Background: an optimization exercise with open tools, aiming at small area. Do not read the settings as production practice.
In this exercise RTL edits were held to simulation tests only and were not proved equivalent to the original.

==> fjord: inputs <==
Design pcie_ingress_path, start of the top module:
module pcie_ingress_path (
  input                     clk,
  input                     rst,
  output                    o_axi_rx_ready,
  input         [31:0]      i_axi_rx_data,
  input         [3:0]       i_axi_rx_keep,
  input                     i_axi_rx_last,
  input                     i_axi_rx_valid,
  input         [6:0]       i_bar_hit,
  input         [31:0]      i_cfg_do,
  input                     i_cfg_rd_wr_done,
  output        [9:0]       o_cfg_dwaddr,
  output                    o_cfg_rd_en,
  output        [31:0]      o_bar_addr0,
  output        [31:0]      o_bar_addr1,
  output        [31:0]      o_bar_addr2,
  output        [31:0]      o_bar_addr3,
  output        [31:0]      o_bar_addr4,
  output        [31:0]      o_bar_addr5,
  output        [31:0]      o_write_a_addr,
  output        [31:0]      o_write_b_addr,
  output        [31:0]      o_read_a_addr,
  output        [31:0]      o_read_b_addr,
  output        [31:0]      o_status_addr,
  output        [31:0]      o_buffer_size,
  output        [31:0]      o_ping_value,
  output        [31:0]      o_dev_addr,
  output        [1:0]       o_update_buf,
  output                    o_update_buf_stb,
  output                    o_reg_write_stb,
  output                    o_cmd_rst_stb,
  output                    o_cmd_wr_stb,
  output                    o_cmd_rd_stb,
  output                    o_cmd_ping_stb,
  output                    o_cmd_rd_cfg_stb,
  output                    o_cmd_unknown_stb,
  output                    o_cmd_flg_fifo_stb,
  output                    o_cmd_flg_sel_per_stb,
  output                    o_cmd_flg_sel_mem_stb,
  output                    o_cmd_flg_sel_dma_stb,
  output        [31:0]      o_cmd_data_count,
  output        [31:0]      o_cmd_data_address,
  output                    o_buf_we,
  output        [10:0]      o_buf_addr,
  output        [31:0]      o_buf_data,
  output                    o_cplt_pkt_stb,
  output        [9:0]       o_cplt_pkt_cnt,
  output        [7:0]       o_cplt_pkt_tag,
  output        [2:0]       o_cplt_sts,
  output                    o_unknown_tlp_stb,
  output                    o_unexpected_end_stb,
  output        [3:0]       o_ingress_state,
  output        [7:0]       o_ingress_count,
  output        [7:0]       o_ingress_ri_count,
  output        [7:0]       o_ingress_ci_count,
  output        [31:0]      o_ingress_addr,
  output        [31:0]      o_ingress_cmplt_count,
  output                    o_hst_buf_fin_stb,
  output        [1:0]       o_hst_buf_fin,
  input                     i_ctr_en,
  input                     i_ctr_mem_rd_req_stb,
  input                     i_ctr_dat_fin,
  output                    o_ctr_tag_rdy,
  output        [7:0]       o_ctr_tag,
  output        [9:0]       o_ctr_dword_size,
  output        [11:0]      o_ctr_start_addr,
  output                    o_ctr_buf_sel,
  output                    o_ctr_idle,
  output        [1:0]       o_bld_buf_en,
  input                     i_bld_buf_fin,
  output        [15:0]      o_dbg_tag_en,
  output        [15:0]      o_dbg_tag_ingress_fin,
  output                    o_dbg_reenable_stb,
  output                    o_dbg_reenable_nzero_stb,
  output        [2:0]       o_fc_sel,
  input                     i_rcb_sel,
  input         [7:0]       i_fc_cplh,
  input         [11:0]      i_fc_cpld,
  output                    o_fc_ready,
  input         [9:0]       i_dword_req_count,
  input                     i_cmt_stb
);
==> flow/config.mk <==
export PLATFORM = sky130hd
export DESIGN_NAME = pcie_ingress_path
export DESIGN_NICKNAME = pcie_ingress_path
export VERILOG_FILES = /design/flow/design.v
export SDC_FILE = /design/flow/constraint.sdc
export NUM_CORES = 4
export LEC_CHECK = 0
export CAP_MARGIN = 20
export CORE_MARGIN = 2
export CORE_UTILIZATION = 40
export SLEW_MARGIN = 20
==> flow/constraint.sdc <==
create_clock -name core_clock -period 10.0 [get_ports {clk}]
set_input_delay 2.0000 -clock core_clock [delete_from_list [all_inputs] [get_ports {clk}]]
set_output_delay 2.0000 -clock core_clock [all_outputs]
set_load 0.01 [all_outputs]
run.sh (not shown) runs the stock make flow with config.mk's settings and CLKGATE_MAP_FILE= SYNTH_SCRIPT=/design/flow/synth_recipe.tcl, a recipe that flattens the netlist after the stock synthesis.
==> juniper: changes against fjord <==
==> flow/flow/run.sh (new file) <==
#!/bin/bash
# Standard layout, with the port buffers made from the smallest buffer cell.
set -o pipefail
export BUFFER_PORTS_ARGS="-buffer_cell sky130_fd_sc_hd__buf_1"
bash standard.sh finish > standard.log 2>&1
==> flow/standard.sh (new file) <==
#!/bin/bash
# synth_recipe.tcl (not shown) runs the flow's synth.tcl, then flattens the netlist and writes it again
# the make line also repeats each setting of config.mk as NAME=value (left out here)
make -C /OpenROAD-flow-scripts/flow DESIGN_CONFIG=/design/flow/config.mk WORK_HOME=/design/flow/orfs CLKGATE_MAP_FILE= SYNTH_SCRIPT=/design/flow/synth_recipe.tcl "${@:-finish}"
removed: flow/run.sh
==> summary of the runs <==
- Between juniper and fjord, the lower register-to-register slack is in fjord (gap 0.44 ns).
- In juniper the global-route usage is lower than in fjord, by 1.8 points.
- Between fjord and juniper, the lower non-clock buffer count is in fjord (gap 6).
- Worst hold slack is about the same in juniper and fjord.
- Cell area: juniper is lower than fjord (about 8%).
- Of fjord and juniper, fjord has the higher wire length (gap 4.8%, measured against juniper).
- Of fjord and juniper, juniper has the higher via count (gap 0.42%, measured against juniper).
- In area after synthesis, fjord and juniper do not differ.
- Between fjord and juniper, the lower utilization is in juniper (gap 4.1 points).
- juniper passed the timing, DRC and antenna checks. fjord produced a clean layout.
- Setup slack: juniper is higher than fjord (0.63 ns).
- Maximum frequency: juniper is larger than fjord (about 9%).

[port drivers added, routing unchanged]
In the flow no input, the clock included, has a driving cell. The finished layouts below were timed again as built, in two steps.
Step 1 (the two cells are an assumption about what drives the block):
set clk [get_ports {clk}]
set_driving_cell -lib_cell sky130_fd_sc_hd__clkbuf_16 $clk
set_driving_cell -lib_cell sky130_fd_sc_hd__buf_2 [delete_from_list [all_inputs] $clk]
Step 2 times the ports against the registers' clock, not the clock port: input delays grow and output delays shrink by t, the midpoint of the rising clock arrivals with the driver on.
a / b / c = ideal / step 1 / step 2; a / b = the first two.
run	shift t [ns]	setup slack, ns	latest minus earliest clock arrival (ns)
fjord	0.800	2.641 / 2.619 / 2.619	0.094 / 0.095
juniper	0.794	3.267 / 3.248 / 3.248	0.059 / 0.060
After both steps setup and hold are still met in every run listed. The setup slack of fjord, which loses most, moves by -0.022 ns with the drivers and by -0.022 ns with both steps.
